Background: an optimization exercise with open tools, aiming at small area, a short achievable clock period and few clock cycles per item. Do not read the settings as production practice. For this run, only the layout was checked, not whether the RTL still works. Power is estimated from default activity; no workload was simulated.

==> design/flow/design.v <==
module div_control (
    input  logic       clk,
    input  logic       rst_n,
    input  logic       valid_in,
    input  logic       ready_in,
    input  logic       last,      
    input  logic       none,      
    output logic       load,
    output logic       step,
    output logic       ready_out,
    output logic       valid_out
);
    localparam logic [1:0] IDLE = 2'd0, ITER = 2'd2, DONE = 2'd3;
    logic [1:0] state, next_state;
    always_ff @(posedge clk or negedge rst_n) begin
        if (!rst_n)
            state <= IDLE;
        else
            state <= next_state;
    end
    assign ready_out = (state == IDLE) || ((state == DONE) && ready_in);
    assign load      = ready_out && valid_in;
    assign step      = (state == ITER);
    assign valid_out = (state == DONE);
    always_comb begin
        next_state = state;
        case (state)
            IDLE:    if (valid_in) next_state = none ? DONE : ITER;
            ITER:    if (last) next_state = DONE;
            DONE:    if (ready_in) next_state = valid_in ? (none ? DONE : ITER) : IDLE;
            default: next_state = IDLE;
        endcase
    end
endmodule
module div_datapath #(
    parameter int NW = 8
) (
    input  logic        clk,
    input  logic        load,
    input  logic        step,
    input  logic [31:0] dividend,
    input  logic [31:0] divisor,
    output logic        last,
    output logic        none,
    output logic [31:0] quotient,
    output logic [31:0] remainder
);
    logic [31:0]   d;       
    logic [NW+1:0] d3;      
    logic          nar;     
    logic [31:0]   rem;     
    logic [31:0]   dq;      
    logic [4:0]    cnt;     
    function automatic logic [31:0] smear(input logic [31:0] x);
        logic [31:0] t;
        t = x;
        t = t | (t >> 1);
        t = t | (t >> 2);
        t = t | (t >> 4);
        t = t | (t >> 8);
        t = t | (t >> 16);
        smear = t;
    endfunction
    function automatic logic [4:0] enc(input logic [31:0] x);
        logic [4:0] p;
        p = 5'd0;
        for (int i = 0; i < 32; i++)
            if (x[i]) p = p | 5'(i);
        enc = p;
    endfunction
    logic [31:0] ta, tb;
    logic [4:0]  pa, pb;
    logic        bz, nar_in;
    assign ta     = smear(dividend);
    assign tb     = smear(divisor);
    assign pa     = enc(ta & ~(ta >> 1));
    assign pb     = enc(tb & ~(tb >> 1));
    assign bz     = ~tb[0];
    assign none   = bz | (|(tb & ~ta));
    assign nar_in = ~tb[NW];
    logic [5:0] k1, k2, k;
    assign k1 = {1'b0, pa} - {1'b0, pb} + 6'd1;
    assign k2 = {1'b0, pa} - {1'b0, pb} + 6'd2;
    assign k  = nar_in ? {k2[5:1], 1'b0} : k1;
    logic [31:0] rt [0:5];
    assign rt[0] = dividend;
    for (genvar i = 0; i < 5; i++) begin : g_rt
        assign rt[i+1] = k[i] ? {rt[i][(1<<i)-1:0], rt[i][31:(1<<i)]} : rt[i];
    end
    logic [31:0] lowmask;
    assign lowmask = k[5] ? 32'd0 : (32'hFFFF_FFFF >> k[4:0]);
    logic [32:0] rs;
    logic [33:0] diff;
    logic        qbit;
    assign rs   = {rem, dq[31]};
    assign diff = {1'b0, rs} - {2'b0, d};
    assign qbit = ~diff[33];
    logic [NW+1:0] nrs;
    logic [NW+2:0] e1, e2, e3;
    logic [1:0]    nq;
    logic [NW-1:0] nrem;
    assign nrs = {rem[NW-1:0], dq[31:30]};
    assign e1  = {1'b0, nrs} - {3'b0, d[NW-1:0]};
    assign e2  = {1'b0, nrs} - {2'b0, d[NW-1:0], 1'b0};
    assign e3  = {1'b0, nrs} - {1'b0, d3};
    always_comb begin
        if (!e3[NW+2])      begin nq = 2'd3; nrem = e3[NW-1:0];  end
        else if (!e2[NW+2]) begin nq = 2'd2; nrem = e2[NW-1:0];  end
        else if (!e1[NW+2]) begin nq = 2'd1; nrem = e1[NW-1:0];  end
        else                begin nq = 2'd0; nrem = nrs[NW-1:0]; end
    end
    always_ff @(posedge clk) begin
        if (load) begin
            d   <= divisor;
            d3  <= {2'b0, divisor[NW-1:0]} + {1'b0, divisor[NW-1:0], 1'b0};
            nar <= nar_in;
            rem <= none ? dividend : (rt[5] & lowmask);
            dq  <= none ? {32{bz}} : (rt[5] & ~lowmask);
            cnt <= (nar_in ? k[5:1] : k[4:0]) - 5'd1;
        end else if (step) begin
            if (nar) begin
                rem[NW-1:0] <= nrem;
                dq          <= {dq[29:0], nq};
            end else begin
                rem <= qbit ? diff[31:0] : rs[31:0];
                dq  <= {dq[30:0], qbit};
            end
            cnt <= cnt - 5'd1;
        end
    end
    assign last      = (cnt == 5'd0);
    assign quotient  = dq;
    assign remainder = rem;
endmodule
module div_iterative (
    input  logic        clk,
    input  logic        rst_n,
    input  logic        valid_in,
    output logic        ready_out,
    input  logic [31:0] dividend,
    input  logic [31:0] divisor,
    output logic        valid_out,
    input  logic        ready_in,
    output logic [31:0] quotient,
    output logic [31:0] remainder
);
    logic load;
    logic step;
    logic last;
    logic none;
    div_control ctrl (
        .clk       (clk),
        .rst_n     (rst_n),
        .valid_in  (valid_in),
        .ready_in  (ready_in),
        .last      (last),
        .none      (none),
        .load      (load),
        .step      (step),
        .ready_out (ready_out),
        .valid_out (valid_out)
    );
    div_datapath data (
        .clk       (clk),
        .load      (load),
        .step      (step),
        .dividend  (dividend),
        .divisor   (divisor),
        .last      (last),
        .none      (none),
        .quotient  (quotient),
        .remainder (remainder)
    );
endmodule
==> design/flow/run.sh <==
#!/bin/bash
# synth_recipe.tcl (not shown) runs the flow's synth.tcl, then flattens the netlist and writes it again
# the make line also repeats each setting of config.mk as NAME=value (left out here)
make -C /OpenROAD-flow-scripts/flow DESIGN_CONFIG=/design/flow/config.mk WORK_HOME=/design/flow/orfs CLKGATE_MAP_FILE= SYNTH_SCRIPT=/design/flow/synth_recipe.tcl finish
==> design/flow/config.mk <==
export PLATFORM = sky130hd
export DESIGN_NAME = div_iterative
export DESIGN_NICKNAME = div_iterative
export VERILOG_FILES = /design/flow/design.v
export SDC_FILE = /design/flow/constraint.sdc
export NUM_CORES = 4
export LEC_CHECK = 0
export CAP_MARGIN = 20
export CORE_MARGIN = 2
export CORE_UTILIZATION = 40
export SLEW_MARGIN = 20
==> design/flow/constraint.sdc <==
create_clock -name core_clock -period 4.0 [get_ports {clk}]
set_input_delay 0.8000 -clock core_clock [delete_from_list [all_inputs] [get_ports {clk}]]
set_output_delay 0.8000 -clock core_clock [all_outputs]
set_load 0.01 [all_outputs]
==> impl_metrics.tcl <==
set metrics [dict create \
    status "failed layout checks" \
    so_faults "negative setup slack" \
    synth_top_cell_area_share 0.2756 \
    drt-total-wl_um 55350 \
    drtAntennaViolNets 0 \
    synth.net_count 1534 \
    grt_pass1_wl_um 81870 \
    synthCells 1388 \
    final.setup.worst_slack_ps -1473 \
    areaGrowthSynthToFinish_pct 61.67 \
    p_leak_nw 8.058 \
    layoutNonFillerInstCount 2294 \
    start_util 0.4069 \
    clockBufferDepth 2 \
    drc 0 \
    power_density_nw_per_um2 745.8 \
    die_area_um2 31640 \
    setup-violations-final 68 \
    yosysUniqueCellTypes 85 \
    ir_drop_mv 0.3981 \
    synth_top_area_cell "edfxtp_1" \
    grt_pass1_vias 13661 \
    syn_avg_cell_area_um2 8.712 \
    synth-seq-area-share 0.2798 \
    synth_edf_count 111 \
    fill_cells 2403 \
    die_y_um 177.9 \
    clkLatencyLatePin_ps 440 \
    tightest_slew_ps 915.6 \
    clkTransAtPathRegs_ps 70 \
    async_flop_share 0.01770 \
    max-slew-margin-rel 0.3873 \
    portBuffers 133 \
    worstPathArrival_ps 5630 \
    antenna_cells 0 \
    yosys_register_bits 113 \
    dpl.cell_count 2206 \
    max_freq_mhz 182.7 \
    reg2reg_from "data.dq[31]" \
    overflow 0 \
    h-tree-depth 4 \
    end_kind "register" \
    io_pins 134 \
    mostFrequentLayoutCells "buf_4 (362), clkdlybuf4s50_1 (113), edfxtp_1 (111)" \
    ys_top_cells_by_area "edfxtp_1 (28%), mux2i_1 (13%), ha_1 (7.6%)" \
    drive_above_1_share 0.3792 \
    synthesis.area_um2 12090 \
    final_common_cell "buf_4" \
    via_count 13798 \
    routed_via_density 6.015 \
    drt_pass1_iterations 5 \
    finalMaxSlewViolations 0 \
    grt_max_degree 46 \
    maxCapViolations 0 \
    grt.total_usage 0.3487 \
    ys.flop_type "edfxtp_1" \
    p_total_w 0.01458 \
    drt_iter0_drc 1319 \
    critPathLaunchType "input pin" \
    cts_tree "yes" \
    clock_tree.root_cell "clkbuf_16" \
    seq_area_um2 3383 \
    rows 63 \
    core_area_um2 29720 \
    hp-class "input pin to asynchronous set/reset pin" \
    hpwl_um 42650 \
    final_core_util 0.6579 \
    critical_path_class "input pin to register" \
    antenna_found_initial 0 \
    finalWeightedCongestion 1.017 \
    die_w_um 177.9 \
    wire_per_inst_um 24.13 \
    yosys_warnings 3 \
    fin_crit_sh 1.368 \
    nets 2038 \
    cp_max_fo 8 \
    r2r-end "data.rem[30]" \
    hold_viol 0 \
    clock-sinks 113 \
    required_ps 4160 \
    rsz0062_at_grt "yes" \
    layout_min_cycle_time_ps 5473 \
    r2r_slack_ps 310 \
    skew_ps 15.62 \
    cts_hold_buffers 0 \
    multi_input_area_um2 9717 \
    r2r_cells 13 \
    cts_buffers 17 \
]
-- flip-flops by register name (all words and copies together) (netlist names) --
signal and count:
data.dq 32, data.nar 1, data.rem 32, data.d3 10, data.d 31, ctrl.state 2, data.cnt 5
-- final cells by class --
| cell class | instances | area share |
|---|---|---|
| flip-flops and latches | 113 | 0.1731 |
| repair buffers | 564 | 0.2601 |
| well taps | 390 | 0.02496 |
| clock inverters | 13 | 0.004992 |
| multi-input cells | 1104 | 0.4970 |
| inverters | 92 | 0.01792 |
| clock buffers | 18 | 0.02195 |
-- cell families after synthesis --
logic type / Yosys count / synth area share
adders and majority gates: 78 / 0.08381
muxes: 174 / 0.1474
AOI/OAI and AO/OA: 429 / 0.2347
and+or+nand+nor: 374 / 0.1534
xor gates and xnor gates: 49 / 0.03611
DFF: 113 / 0.2798
buffers and inverters: 171 / 0.06477
-- layer usage --
layer	global-route usage	wire, um	up-vias
li1	-	-	6286
met1	0.4505	22840	6659
met2	0.5617	25750	703
met3	0.06148	4174	150
met4	0.1714	2582	0
met5	0	0	-
-- worst max-delay path by stage --
stage                start      endpoint  cells past startpoint
2_1_floorplan  divisor[23]  data.rem[12]                     22
3_3_place_gp   divisor[16]  data.rem[15]                     23
3_5_place_dp   divisor[16]  data.rem[15]                     24
4_1_cts        divisor[23]  data.rem[15]                     24
5_1_grt        divisor[19]   data.rem[0]                     24
6_report       divisor[23]   data.rem[0]                     23
-- cells in the mapped netlist (21+ instances only) --
| cell | number |
|---|---|
| clkbuf_1 | 46 |
| o21ai_0 | 70 |
| nand2_1 | 104 |
| a21o_1 | 21 |
| a21oi_1 | 114 |
| nor2_1 | 90 |
| nor3_1 | 29 |
| a211oi_1 | 31 |
| a31oi_1 | 22 |
| ha_1 | 73 |
| xnor2_1 | 30 |
| nor2b_1 | 21 |
| inv_1 | 91 |
| mux2i_1 | 161 |
| nand3_1 | 33 |
| edfxtp_1 | 111 |
-- metrics by stage --
step	TNS [ps]	worst slack [ps]	hold slack [ps]	area, um^2
6_report	-88390	-1473	521.4	19550
5_1_grt	-101980	-1666	517.9	19550
4_1_cts	-84150	-1399	511.6	18870
3_5_place_dp	-156200	-2589	580.4	16680
3_3_place_gp	-153240	-2566	553.9	16680
2_1_floorplan	-87850	-1474	504.4	12370
-- report_power, final --
group	internal [W]	leakage (nW)	switching, W	total, W
sequential	0.00218	1.09	0.000531	0.00271
combinational	0.00496	6.72	0.00546	0.0104
clock	0.000836	0.254	0.000611	0.00145
-- worst max-delay path, stage by stage --
cell      delay, ps
buf_6            90
or4_4           560
buf_6           140
or4b_4          550
nor3_4          170
buf_6           140
nor2_1           40
a31oi_1         240
nor3_2           70
buf_4           160
fa_2            580
ha_4            220
o21ai_4          70
o21ai_4         100
buf_12          140
buf_16          150
buf_8           130
mux2i_2         170
mux2i_1         220
mux2i_1         110
buf_4           190
a222oi_1        380
o221ai_1        200
-- repair_timing --
| item | 4_1_cts | 5_1_grt |
|---|---|---|
| pin swaps | 89 | 65 |
| buffers inserted | 45 | 27 |
| endpoints found under the hold margin | 0 | 0 |
| gates cloned | 5 | 0 |
| setup endpoints to repair | 70 | 70 |
| resized for setup | 286 | 106 |

-- what the ideal ports hide --
The flow's constraints put no driver on any port. The routed layout listed below was extracted and timed again, unchanged, in two steps.
Step 1 sets driving cells, clkbuf_16 on the clock port and buf_2 on the other inputs (assumed; they add their load-dependent delay and slew).
Step 2, shift: input delay + t, output delay - t, t = (earliest + latest rising clock arrival at the registers) / 2. This alone moves slack from input paths to output paths.
Slacks: no drivers / after step 1 / after step 2; pairs: no drivers / after step 1.
shift t [ns]: 0.487
setup slack, ns: -1.473 / -1.454 / -1.941
hold WS [ns]: 0.521 / 0.502 / 0.604
latest minus earliest clock arrival (ns): 0.016 / 0.015
cell pins on the clock port's net: 1
The setup slack of this run moves by +0.019 ns with the drivers and by -0.468 ns with both steps.
